Context: an optimization exercise on an open-source flow, tuned for small area. The choices shown serve that exercise and are no tape-out recipe.

==> inputs of cedar <==
## soc_top
module soc_top (
    input  wire        clk,
    input  wire        rst,
    input  wire [3:0]  sensor_in,
    input  wire [15:0] y_feedback,
    output wire [15:0] actuator_out
);
    wire [2:0] action_out;
    wire [15:0] ref_val;
    fsm_engine fsm_inst (
        .clk(clk),
        .rst(rst),
        .sensor_in(sensor_in),
        .action_out(action_out)
    );
    assign ref_val = (action_out == 3'b001) ? 16'd1000 :    
                 (action_out == 3'b010) ? -16'd500 :    
                 16'd0;                                 
    pid_controller pid_inst (
        .clk(clk),
        .rst(rst),
        .ref_in(ref_val),
        .y(y_feedback),
        .u_out(actuator_out)
    );
endmodule
export LEC_CHECK = 0
export CAP_MARGIN = 10
export CORE_MARGIN = 2
export CORE_UTILIZATION = 60
export SLEW_MARGIN = 10
create_clock -name core_clock -period 3.0 [get_ports {clk}]
standard.sh (not shown) runs the stock make flow with config.mk's settings and CLKGATE_MAP_FILE= SYNTH_SCRIPT=/design/flow/synth_recipe.tcl, a recipe that flattens the netlist after the stock synthesis.
==> flow/flow/run.sh <==
#!/bin/bash
# Own layout flow: the standard layout (standard.sh, unchanged synthesis)
# with two changes: the port buffers are sky130_fd_sc_hd__buf_1 instead of
# the cell buffer_ports picks by default, and CTS uses clkbuf_4 (root) and
# clkbuf_8 (sinks) without dummy loads.
set -euo pipefail
CTS="-sink_clustering_enable -repair_clock_nets -dont_use_dummy_load -buf_list {sky130_fd_sc_hd__clkbuf_4 sky130_fd_sc_hd__clkbuf_8} -root_buf sky130_fd_sc_hd__clkbuf_4 -sink_buffer_max_cap_derate 0.01"
bash standard.sh "BUFFER_PORTS_ARGS=-buffer_cell sky130_fd_sc_hd__buf_1" "CTS_ARGS=$CTS" finish > make_finish.log 2>&1
==> indigo: changes against cedar <==
--- a/flow/design.v
+++ b/flow/design.v
@@ -44,24 +44,24 @@
     output reg  signed [15:0] u_out
 );
     reg [15:0] ne, ne1, ne2, jb;
     wire walk = (ref_in == 16'd1000);
     wire turn = (ref_in == 16'hfe0c);
     wire [15:0] ne_d;
-    wire [5:0] ne_d_c;
+    wire [4:0] ne_d_c;
     assign ne_d_c[0] = 1'b0;
     assign ne_d[0] = y[0] ^ 1'b0 ^ ne_d_c[0];
     assign ne_d_c[1] = (y[0] & 1'b0) | (ne_d_c[0] & (y[0] ^ 1'b0));
     assign ne_d[1] = y[1] ^ 1'b0 ^ ne_d_c[1];
     assign ne_d_c[2] = (y[1] & 1'b0) | (ne_d_c[1] & (y[1] ^ 1'b0));
     assign ne_d[2] = y[2] ^ turn ^ ne_d_c[2];
     assign ne_d_c[3] = (y[2] & turn) | (ne_d_c[2] & (y[2] ^ turn));
     assign ne_d[3] = y[3] ^ walk ^ ne_d_c[3];
     assign ne_d_c[4] = (y[3] & walk) | (ne_d_c[3] & (y[3] ^ walk));
-    assign ne_d[4] = y[4] ^ (walk | turn) ^ ne_d_c[4];
-    assign ne_d_c[5] = (y[4] & (walk | turn)) | (ne_d_c[4] & (y[4] ^ (walk | turn)));
+    wire ne_d_p4 = y[4] ^ (walk | turn);
+    wire ne_d_g4 = y[4] & (walk | turn);
     wire ne_d_p5 = y[5] ^ turn;
     wire ne_d_g5 = y[5] & turn;
     wire ne_d_p6 = y[6] ^ turn;
     wire ne_d_g6 = y[6] & turn;
     wire ne_d_p7 = y[7] ^ turn;
     wire ne_d_g7 = y[7] & turn;
@@ -78,57 +78,64 @@
     wire ne_d_p13 = y[13] ^ walk;
     wire ne_d_g13 = y[13] & walk;
     wire ne_d_p14 = y[14] ^ walk;
     wire ne_d_g14 = y[14] & walk;
     wire ne_d_p15 = y[15] ^ walk;
     wire ne_d_g15 = y[15] & walk;
-    wire ne_d_G0_1 = ne_d_g6 | (ne_d_p6 & ne_d_g5);
-    wire ne_d_P0_1 = ne_d_p6 & ne_d_p5;
-    wire ne_d_G0_3 = ne_d_g8 | (ne_d_p8 & ne_d_g7);
-    wire ne_d_P0_3 = ne_d_p8 & ne_d_p7;
-    wire ne_d_G0_5 = ne_d_g10 | (ne_d_p10 & ne_d_g9);
-    wire ne_d_P0_5 = ne_d_p10 & ne_d_p9;
-    wire ne_d_G0_7 = ne_d_g12 | (ne_d_p12 & ne_d_g11);
-    wire ne_d_P0_7 = ne_d_p12 & ne_d_p11;
-    wire ne_d_G0_9 = ne_d_g14 | (ne_d_p14 & ne_d_g13);
-    wire ne_d_P0_9 = ne_d_p14 & ne_d_p13;
-    wire ne_d_G1_2 = ne_d_g7 | (ne_d_p7 & ne_d_G0_1);
-    wire ne_d_P1_2 = ne_d_p7 & ne_d_P0_1;
+    wire ne_d_G0_1 = ne_d_g5 | (ne_d_p5 & ne_d_g4);
+    wire ne_d_P0_1 = ne_d_p5 & ne_d_p4;
+    wire ne_d_G0_3 = ne_d_g7 | (ne_d_p7 & ne_d_g6);
+    wire ne_d_P0_3 = ne_d_p7 & ne_d_p6;
+    wire ne_d_G0_5 = ne_d_g9 | (ne_d_p9 & ne_d_g8);
+    wire ne_d_P0_5 = ne_d_p9 & ne_d_p8;
+    wire ne_d_G0_7 = ne_d_g11 | (ne_d_p11 & ne_d_g10);
+    wire ne_d_P0_7 = ne_d_p11 & ne_d_p10;
+    wire ne_d_G0_9 = ne_d_g13 | (ne_d_p13 & ne_d_g12);
+    wire ne_d_P0_9 = ne_d_p13 & ne_d_p12;
+    wire ne_d_G0_11 = ne_d_g15 | (ne_d_p15 & ne_d_g14);
+    wire ne_d_P0_11 = ne_d_p15 & ne_d_p14;
+    wire ne_d_G1_2 = ne_d_g6 | (ne_d_p6 & ne_d_G0_1);
+    wire ne_d_P1_2 = ne_d_p6 & ne_d_P0_1;
     wire ne_d_G1_3 = ne_d_G0_3 | (ne_d_P0_3 & ne_d_G0_1);
     wire ne_d_P1_3 = ne_d_P0_3 & ne_d_P0_1;
-    wire ne_d_G1_6 = ne_d_g11 | (ne_d_p11 & ne_d_G0_5);
-    wire ne_d_P1_6 = ne_d_p11 & ne_d_P0_5;
+    wire ne_d_G1_6 = ne_d_g10 | (ne_d_p10 & ne_d_G0_5);
+    wire ne_d_P1_6 = ne_d_p10 & ne_d_P0_5;
     wire ne_d_G1_7 = ne_d_G0_7 | (ne_d_P0_7 & ne_d_G0_5);
     wire ne_d_P1_7 = ne_d_P0_7 & ne_d_P0_5;
-    wire ne_d_G1_10 = ne_d_g15 | (ne_d_p15 & ne_d_G0_9);
-    wire ne_d_P1_10 = ne_d_p15 & ne_d_P0_9;
-    wire ne_d_G2_4 = ne_d_g9 | (ne_d_p9 & ne_d_G1_3);
-    wire ne_d_P2_4 = ne_d_p9 & ne_d_P1_3;
+    wire ne_d_G1_10 = ne_d_g14 | (ne_d_p14 & ne_d_G0_9);
+    wire ne_d_P1_10 = ne_d_p14 & ne_d_P0_9;
+    wire ne_d_G1_11 = ne_d_G0_11 | (ne_d_P0_11 & ne_d_G0_9);
+    wire ne_d_P1_11 = ne_d_P0_11 & ne_d_P0_9;
+    wire ne_d_G2_4 = ne_d_g8 | (ne_d_p8 & ne_d_G1_3);
+    wire ne_d_P2_4 = ne_d_p8 & ne_d_P1_3;
     wire ne_d_G2_5 = ne_d_G0_5 | (ne_d_P0_5 & ne_d_G1_3);
     wire ne_d_P2_5 = ne_d_P0_5 & ne_d_P1_3;
     wire ne_d_G2_6 = ne_d_G1_6 | (ne_d_P1_6 & ne_d_G1_3);
     wire ne_d_P2_6 = ne_d_P1_6 & ne_d_P1_3;
     wire ne_d_G2_7 = ne_d_G1_7 | (ne_d_P1_7 & ne_d_G1_3);
     wire ne_d_P2_7 = ne_d_P1_7 & ne_d_P1_3;
-    wire ne_d_G3_8 = ne_d_g13 | (ne_d_p13 & ne_d_G2_7);
-    wire ne_d_P3_8 = ne_d_p13 & ne_d_P2_7;
+    wire ne_d_G3_8 = ne_d_g12 | (ne_d_p12 & ne_d_G2_7);
+    wire ne_d_P3_8 = ne_d_p12 & ne_d_P2_7;
     wire ne_d_G3_9 = ne_d_G0_9 | (ne_d_P0_9 & ne_d_G2_7);
     wire ne_d_P3_9 = ne_d_P0_9 & ne_d_P2_7;
     wire ne_d_G3_10 = ne_d_G1_10 | (ne_d_P1_10 & ne_d_G2_7);
     wire ne_d_P3_10 = ne_d_P1_10 & ne_d_P2_7;
-    assign ne_d[5] = ne_d_p5 ^ ne_d_c[5];
-    assign ne_d[6] = ne_d_p6 ^ (ne_d_g5 | (ne_d_p5 & ne_d_c[5]));
-    assign ne_d[7] = ne_d_p7 ^ (ne_d_G0_1 | (ne_d_P0_1 & ne_d_c[5]));
-    assign ne_d[8] = ne_d_p8 ^ (ne_d_G1_2 | (ne_d_P1_2 & ne_d_c[5]));
-    assign ne_d[9] = ne_d_p9 ^ (ne_d_G1_3 | (ne_d_P1_3 & ne_d_c[5]));
-    assign ne_d[10] = ne_d_p10 ^ (ne_d_G2_4 | (ne_d_P2_4 & ne_d_c[5]));
-    assign ne_d[11] = ne_d_p11 ^ (ne_d_G2_5 | (ne_d_P2_5 & ne_d_c[5]));
-    assign ne_d[12] = ne_d_p12 ^ (ne_d_G2_6 | (ne_d_P2_6 & ne_d_c[5]));
-    assign ne_d[13] = ne_d_p13 ^ (ne_d_G2_7 | (ne_d_P2_7 & ne_d_c[5]));
-    assign ne_d[14] = ne_d_p14 ^ (ne_d_G3_8 | (ne_d_P3_8 & ne_d_c[5]));
-    assign ne_d[15] = ne_d_p15 ^ (ne_d_G3_9 | (ne_d_P3_9 & ne_d_c[5]));
+    wire ne_d_G3_11 = ne_d_G1_11 | (ne_d_P1_11 & ne_d_G2_7);
+    wire ne_d_P3_11 = ne_d_P1_11 & ne_d_P2_7;
+    assign ne_d[4] = ne_d_p4 ^ ne_d_c[4];
+    assign ne_d[5] = ne_d_p5 ^ (ne_d_g4 | (ne_d_p4 & ne_d_c[4]));
+    assign ne_d[6] = ne_d_p6 ^ (ne_d_G0_1 | (ne_d_P0_1 & ne_d_c[4]));
+    assign ne_d[7] = ne_d_p7 ^ (ne_d_G1_2 | (ne_d_P1_2 & ne_d_c[4]));
+    assign ne_d[8] = ne_d_p8 ^ (ne_d_G1_3 | (ne_d_P1_3 & ne_d_c[4]));
+    assign ne_d[9] = ne_d_p9 ^ (ne_d_G2_4 | (ne_d_P2_4 & ne_d_c[4]));
+    assign ne_d[10] = ne_d_p10 ^ (ne_d_G2_5 | (ne_d_P2_5 & ne_d_c[4]));
+    assign ne_d[11] = ne_d_p11 ^ (ne_d_G2_6 | (ne_d_P2_6 & ne_d_c[4]));
+    assign ne_d[12] = ne_d_p12 ^ (ne_d_G2_7 | (ne_d_P2_7 & ne_d_c[4]));
+    assign ne_d[13] = ne_d_p13 ^ (ne_d_G3_8 | (ne_d_P3_8 & ne_d_c[4]));
+    assign ne_d[14] = ne_d_p14 ^ (ne_d_G3_9 | (ne_d_P3_9 & ne_d_c[4]));
+    assign ne_d[15] = ne_d_p15 ^ (ne_d_G3_10 | (ne_d_P3_10 & ne_d_c[4]));
     wire [15:0] jb_d;
     wire [4:0] jb_d_c;
     assign jb_d_c[0] = 1'b0;
     assign jb_d[0] = jb[0] ^ ne2[0] ^ jb_d_c[0];
     assign jb_d_c[1] = (jb[0] & ne2[0]) | (jb_d_c[0] & (jb[0] ^ ne2[0]));
     assign jb_d[1] = jb[1] ^ ne2[1] ^ jb_d_c[1];
==> summary of the runs <==
- indigo produced a clean layout. cedar reached the layout checks and failed them: setup timing.
- Against indigo, the maximum frequency of cedar is lower by about 6%.
- Sequential cell count is the same in cedar and indigo.
- Worst setup slack: cedar is worse than indigo (180 ps).
- Of indigo and cedar, indigo has the higher global-route usage (gap 0.54 points).
- Clock skew: indigo is higher than cedar (15 ps).
- Against cedar, the via count of indigo is larger by 15%.
- Of cedar and indigo, indigo has the higher hold slack (gap 110 ps).
- Wire length: cedar is lower than indigo (about 10%).
- In cedar the synthesized area is lower than in indigo, by about 6%.
==> figures <==
metric                                                                             cedar          indigo
CP max stage delay                                                                410 ps          450 ps
Width of the die                                                                 84.7 um         87.3 um
Critical Path AT                                                                 3370 ps         3220 ps
Slack of the critical path                                                      -53.6 ps          126 ps
Post-CTS setup buffers                                                                 2               0
Final routed wire length divided by cell count                                   13.2 um         13.5 um
Fraction of final layout cells sized beyond drive strength 1                       0.170           0.139
Layout Utilization                                                                 0.694           0.671
Adder-Cell Fraction of Synth Area                                                  0.241           0.224
Drt initial violations                                                                85              53
Area of all placed cells without fillers                                        4380 um2        4530 um2
Multi-input gate share of the layout cell area                                     0.413           0.441
Sum of negative setup slack                                                     -81.1 ps            0 ps
Outcome                                                       complete, but fails checks  finished clean
Violated checks                                                             setup timing               -
Simple-Gate Fraction of Synth Area                                                0.0551          0.0778
Sequential element share of the synthesized area                                   0.530           0.498
Met2 wire len                                                                    2.58 mm         2.81 mm
Total standard cell area after synthesis                                        3910 um2        4160 um2
No run of this note included a check of the RTL's function; only the layout flow was run.

[static timing again, ports no longer ideal]
The flow's constraints put no driver on any port. The routed layouts listed below were extracted and timed again, unchanged, in two steps.
Step 1 assumes that a clkbuf_16 drives the clock port and a buf_2 every other input.
Step 2 moves the port delays by t, midway between the first and last clock arrival at a register: inputs arrive t later, outputs are due t later. That takes back most of the time a late clock gives input paths.
Three values: no drivers, after step 1, after step 2; two values: the first two.
run	shift t [ns]	setup slack, ns	hold slack, ns	worst data-port slew with drivers (ns)
cedar	0.416	-0.054 / -0.054 / -0.054	0.102 / 0.095 / 0.366	0.03
indigo	0.424	0.126 / 0.126 / 0.126	0.214 / 0.210 / 0.328	0.03
